From an optimization exercise on the open Yosys and OpenROAD flow, aimed at small area; shortcuts taken in it are not production practice.
The RTL was checked by simulation tests, not by an equivalence proof against the original design.
The flow treats the clock pin as an ideal source, which a real chip does not have.

==> ember <==
Design genius_top, start of the top module:
module genius_top
	(
		input CLOCK_50,
		input RESET_N,
		input [3:0] KEY,
		output [7:0] LEDG,
		output [3:0] COLOR,
		output [6:0] HEX0,
		output [6:0] HEX1,
		output [6:0] HEX2,
		output [6:0] HEX3,
		output [6:0] HEX4,
		output [6:0] HEX5,
		output [6:0] HEX6,
		output [6:0] HEX7
	);
==> flow/config.mk <==
export PLATFORM = sky130hd
export DESIGN_NAME = genius_top
export DESIGN_NICKNAME = genius_top
export VERILOG_FILES = /design/flow/design.v
export SDC_FILE = /design/flow/constraint.sdc
export NUM_CORES = 4
export LEC_CHECK = 0
export CAP_MARGIN = 20
export CORE_MARGIN = 2
export CORE_UTILIZATION = 40
export SLEW_MARGIN = 20
==> flow/constraint.sdc <==
create_clock -name core_clock -period 10.0 [get_ports {CLOCK_50}]
set_input_delay 2.0000 -clock core_clock [delete_from_list [all_inputs] [get_ports {CLOCK_50}]]
set_output_delay 2.0000 -clock core_clock [all_outputs]
set_load 0.01 [all_outputs]
standard.sh (not shown) runs the stock make flow with config.mk's settings and CLKGATE_MAP_FILE= SYNTH_SCRIPT=/design/flow/synth_recipe.tcl, a recipe that flattens the netlist after the stock synthesis.
==> flow/flow/run.sh <==
#!/bin/bash
# Own layout flow: the standard flow's synthesis (synth_recipe.tcl) with adders left to ABC
# (no full/half-adder cells) and an area-oriented ABC script, then the standard flow's
# standard layout (standard.sh) with 1x port buffers and a clock tree of
# smaller buffers without dummy loads (leaf buffers with many flip-flops
# upsized after CTS, flow/post_cts.tcl).
# Logs: synth_make.log and standard.log here, each step's log in orfs/logs.
set -euo pipefail
W=$PWD
export MY_ABC_SCRIPT=$W/flow/abc_area.script
export FLOW_SYNTH_TCL=$W/synth_recipe.tcl
export BUFFER_PORTS_ARGS="-buffer_cell sky130_fd_sc_hd__buf_1"
export POST_CTS_TCL=$W/flow/post_cts.tcl
export CTS_ARGS="-sink_clustering_enable -repair_clock_nets -dont_use_dummy_load -buf_list sky130_fd_sc_hd__clkbuf_4 -root_buf sky130_fd_sc_hd__clkbuf_8"
make -C "$FLOW_HOME" DESIGN_CONFIG=$W/config.mk WORK_HOME=$W/orfs CLKGATE_MAP_FILE= ADDER_MAP_FILE= SYNTH_SCRIPT=$W/flow/synth.tcl synth > synth_make.log 2>&1
bash standard.sh > standard.log 2>&1
==> flow/flow/abc_area.script <==
strash
&get -n
&fraig -x
&put
scorr
dc2
balance
rewrite
refactor
balance
rewrite
rewrite -z
balance
refactor -z
rewrite -z
balance
strash
&get -n
&dch -f
&nf -R 1000 -p
&put
==> flow/flow/post_cts.tcl <==
set block [ord::get_db_block]
set changed 0
foreach inst [$block getInsts] {
  if {[[$inst getMaster] getName] ne "sky130_fd_sc_hd__clkbuf_4"} { continue }
  set onet "NULL"
  foreach it [$inst getITerms] {
    if {[$it isOutputSignal]} { set onet [$it getNet] }
  }
  if {$onet eq "NULL" || $onet eq ""} { continue }
  set sinks 0
  foreach it [$onet getITerms] {
    if {[$it isInputSignal]} { incr sinks }
  }
  if {$sinks >= 11} {
    replace_cell [get_cells [$inst getName]] sky130_fd_sc_hd__clkbuf_8
    incr changed
  }
}
puts "post_cts: upsized $changed clock buffers"
if {$changed > 0} {
  detailed_placement
  check_placement -verbose
  estimate_parasitics -placement
}
==> flow/flow/synth.tcl <==
proc abc {args} {
  set i [lsearch -exact $args -script]
  if { $i >= 0 } { lset args [expr {$i + 1}] $::env(MY_ABC_SCRIPT) }
  set j [lsearch -exact $args -D]
  if { $j >= 0 } { set args [lreplace $args $j [expr {$j + 1}]] }
  yosys abc {*}$args
}
source $::env(FLOW_SYNTH_TCL)
==> inputs of sierra, as changes to ember <==
--- a/flow/design.v
+++ b/flow/design.v
@@ -22,20 +22,23 @@
   input colorPronto,
   input [1:0] colorSeq,
   output reg [3:0] code,
   output reg [6:0] codeScr,
   output reg [6:0] codeAux,
-  output reg [3:0] color,
+  output [3:0] color,
   output reg geraSeq,
   output reg startTimer,
   output reg velA,
   output reg velB
 );
-  localparam OFF=4'd0, MENU=4'd4, DIF1=4'd2, DIF2=4'd3, DIF3=4'd1, VEL1=4'd5,
-             VEL2=4'd6, MODE1=4'd7, MODE2=4'd8, GEN=4'd9, EXIBE=4'd11,
-             ERROU=4'd10, ACERTOU=4'd12, GERA=4'd13, RESP=4'd14, GANHOU=4'd15;
+  localparam OFF=4'd0, MENU=4'd8, DIF1=4'd2, DIF2=4'd3, DIF3=4'd1, VEL1=4'd5,
+             VEL2=4'd6, MODE1=4'd7, MODE2=4'd4, GEN=4'd9, EXIBE=4'd11,
+             ERROU=4'd12, ACERTOU=4'd10, GERA=4'd13, RESP=4'd14, GANHOU=4'd15;
   reg [3:0] state, next_state;
+  reg [2:0] colr;
+  assign color = colr[2] ? {colr[1] & ~colr[0], colr[1] | colr[0], colr[1], colr[1] ^ colr[0]}
+                         : {1'b0, colr[1] & ~colr[0], colr[0], colr[1] ~^ colr[0]};
   reg [5:0] qtd_cores;    
   reg [6:0] indSeq;       
   reg stateTimer, stateColor;
   reg btn0on, btn1on, btn2on, btn3on;
   reg modo1, modo2;
@@ -102,11 +105,11 @@
     if (!reset) begin
       next_state <= OFF;
       code <= 4'd0;
       codeScr <= 7'd0;
       codeAux <= 7'd0;
-      color <= 4'b0000;
+      colr <= 3'b100;
       stateTimer <= 1'b0;
       stateColor <= 1'b0;
       geraSeq <= 1'b0;
       startTimer <= 1'b0;
       btn0on <= 1'b0;
@@ -167,19 +170,19 @@
         ACERTOU: if (timerPronto) code <= 4'd9;
         ERROU, GANHOU: code <= 4'd14;
         GERA: code <= 4'd10;
         default: ;
       endcase
-      if (sOFF) color <= 4'b0101;
+      if (sOFF) colr <= 3'b101;
       else if (sEXIBE) begin
-        if (timerPronto) color <= {1'b0, rd == 2'd2, rd[0], rd[1] ~^ rd[0]};
+        if (timerPronto) colr <= {1'b0, rd};
         else if (stateTimer) begin
-          if (iwrap) color <= 4'b0110;
-        end else color <= 4'b1111;
+          if (iwrap) colr <= 3'b111;
+        end else colr <= 3'b110;
       end else if ((sRESP | sGERA) & newp) begin
-        if (ok_step & iwrap) color <= 4'b1111;
-        else color <= {1'b0, k == 2'd2, k[0], k[1] ~^ k[0]};
+        if (ok_step & iwrap) colr <= 3'b110;
+        else colr <= {1'b0, k};
       end
       if (sEXIBE) stateTimer <= timerPronto;
       if (sGEN) begin
         stateColor <= colorPronto;
         geraSeq <= ~colorPronto & ~stateColor;
==> flow/flow/abc_area.script (replaced) <==
strash
&get -n
&fraig -x
&put
scorr
dc2
balance
rewrite
refactor
balance
rewrite
rewrite -z
balance
refactor -z
rewrite -z
balance
strash
dch -f
amap -m
topo
==> inputs of garnet, as changes to ember <==
--- a/flow/design.v
+++ b/flow/design.v
@@ -1,18 +1,50 @@
-module LevelToPulse(
-	input Clock,
-	input Reset,
-	input Level,
-	output Pulse
-);
-	reg [1:0] state;
-	assign Pulse = state[0];
-	always @(posedge Clock or negedge Reset) begin
-		if (!Reset) state <= 2'b00;
-		else state <= {state[0] & ~(state[1] & Level), ~Level | (state[0] & ~state[1])};
+module	LevelToPulse(
+			 Clock,
+			 Reset,
+			 Level,
+			 Pulse 
+	);
+	input					Clock;	 
+	input					Reset;	 
+	input					Level;
+	output	 reg			Pulse;
+	parameter INICIAL = 2'd00, INTERMEDIARIO = 2'd01, FINAL = 2'd11;
+	reg [1:0] state , proxState;
+	always @(posedge Clock or negedge  Reset) begin
+		if(!Reset) begin
+			state <= INICIAL;
+		end
+		else state <= proxState;
 	end
-endmodule
+	always @(*) begin
+		case(state)
+		INICIAL:begin
+			Pulse <= 0;
+			if(Level == 0)begin
+				proxState <= INTERMEDIARIO ;
+			end
+			else proxState <= INICIAL;
+		end
+		INTERMEDIARIO:begin
+				Pulse <= 1;
+				proxState <= FINAL;
+		end
+		FINAL:begin
+			Pulse <= 1;
+			if(Level == 1)begin
+				proxState <= INICIAL ;
+			end
+			else proxState <= FINAL ;
+		end
+		default:begin
+			Pulse <= 0;
+			proxState <= INICIAL;
+		end
+		endcase
+	end
+endmodule  
 module fsm_genius(
   input reset,
   input clock,
   input btn0,
   input btn1,
@@ -28,13 +60,13 @@
   output reg geraSeq,
   output reg startTimer,
   output reg velA,
   output reg velB
 );
-  localparam OFF=4'd0, MENU=4'd4, DIF1=4'd2, DIF2=4'd3, DIF3=4'd1, VEL1=4'd5,
-             VEL2=4'd6, MODE1=4'd7, MODE2=4'd8, GEN=4'd9, EXIBE=4'd11,
-             ERROU=4'd10, ACERTOU=4'd12, GERA=4'd13, RESP=4'd14, GANHOU=4'd15;
+  localparam OFF=4'd0, MENU=4'd1, DIF1=4'd2, DIF2=4'd3, DIF3=4'd4, VEL1=4'd5,
+             VEL2=4'd6, MODE1=4'd7, MODE2=4'd8, GEN=4'd9, EXIBE=4'd10,
+             ERROU=4'd11, ACERTOU=4'd12, GERA=4'd13, RESP=4'd14, GANHOU=4'd15;
   reg [3:0] state, next_state;
   reg [5:0] qtd_cores;    
   reg [6:0] indSeq;       
   reg stateTimer, stateColor;
   reg btn0on, btn1on, btn2on, btn3on;
@@ -228,33 +260,37 @@
 endmodule
 module RandColor(
   input  clk,
   input  reset,
   input  enable,
-  output reg [1:0] code,
+  output [1:0] code,
   output reg colorPronto
 );
 reg [4:0] d;
-reg v;
+reg [2:0] signal;
+assign code = {signal[2] | (signal[1] & signal[0]), signal[1]};
 wire [4:0] dn;
 assign dn[4] = d[4]^d[1];
 assign dn[3] = d[3]^d[0];
 assign dn[2] = d[2]^dn[4];
 assign dn[1] = d[1]^dn[3];
 assign dn[0] = d[0]^dn[2];
-wire [2:0] signal = {3{v}} & {code == 2'd2, code[0], code[1] ~^ code[0]};
 always @(posedge clk) begin
   if (~reset) begin
     d <= 5'd0;
-    v <= 1'b0;
+    signal <= 3'b000;
     colorPronto <= 0;
   end else if (~enable) begin
     d <= d + {2'b00, signal} + 5'd12;
     colorPronto <= 0;
   end else begin
-    code <= {dn[3], dn[1]};
-    v <= 1'b1;
+    case ({dn[3], dn[1]})
+      2'b00: signal <= 3'b001;
+      2'b01: signal <= 3'b010;
+      2'b10: signal <= 3'b100;
+      2'b11: signal <= 3'b011;
+    endcase
     colorPronto <= 1;
     d <= dn;
   end
 end
 endmodule
==> flow/run.sh (new file) <==
#!/bin/bash
# synth_recipe.tcl (not shown) runs the flow's synth.tcl, then flattens the netlist and writes it again
# the make line also repeats each setting of config.mk as NAME=value (left out here)
make -C /OpenROAD-flow-scripts/flow DESIGN_CONFIG=/design/flow/config.mk WORK_HOME=/design/flow/orfs CLKGATE_MAP_FILE= SYNTH_SCRIPT=/design/flow/synth_recipe.tcl finish
ABC_AREA = 1   (was default)
CTS_BUF_LIST = sky130_fd_sc_hd__clkbuf_8   (was default)
removed: flow/flow/run.sh
removed: flow/flow/abc_area.script
removed: flow/flow/post_cts.tcl
removed: flow/flow/synth.tcl
removed: flow/standard.sh
==> comparison table <==
metric	sierra	garnet	ember
Average wire per standard cell	17.1 um	14.7 um	16.2 um
Critical Path Start	FSM.indSeq[0]$_SDFFE_PP0P_	FSM.code[3]$_SDFFE_PN0P_	FSM.code[3]$_SDFFE_PN0P_
Run status	no timing/DRC/antenna violations	no timing/DRC/antenna violations	no timing/DRC/antenna violations
Buf/Inv on CP	3	3	1
Clock latency reported for the late side of the worst-skew pair	0.44 ns	0.47 ns	0.45 ns
Floorplan Core Area	18000 um2	21200 um2	18600 um2
Clock skew	0.0369 ns	0.0133 ns	0.0400 ns
Via count of the first global-routing pass	6507	7105	5745
Final net count	981	1257	922
Fraction of standard cell area in multi-input logic	40.5%	42.3%	45.1%
Count of standard-cell rows	49	53	50
GR Util All Layers	21.3%	19.8%	19.1%
Ys async rst share	5.56%	5.52%	5.52%
Buffers, non-clock	78	77	77
Clock slew at the register clock pins of the worst setup and hold paths	0.09 ns	0.09 ns	0.11 ns

## port drivers added, routing unchanged
Ports are ideal in the flow. The routed layouts listed here were re-timed in OpenROAD. Step 1, drivers: a clkbuf_16 drives CLOCK_50 and a buf_2 each remaining input, both assumed. Step 2 times the ports against the registers' clock, not the clock port: input delays grow and output delays shrink by t, the midpoint of the rising clock arrivals with the driver on. Three values: no drivers, after step 1, after step 2; two values: the first two.
run | shift t [ns] | slack for setup (ns) | hold WS [ns]
ember | 0.468 | 5.810 / 5.771 / 6.003 | 0.435 / 0.435 / 0.435
sierra | 0.466 | 4.267 / 4.267 / 4.267 | 0.440 / 0.440 / 0.440
garnet | 0.511 | 5.509 / 5.464 / 5.263 | 0.456 / 0.456 / 0.456
After both steps every run listed still meets setup and hold. For garnet, which loses most, drivers alone change the setup slack by -0.045 ns; drivers and shift together by -0.246 ns.
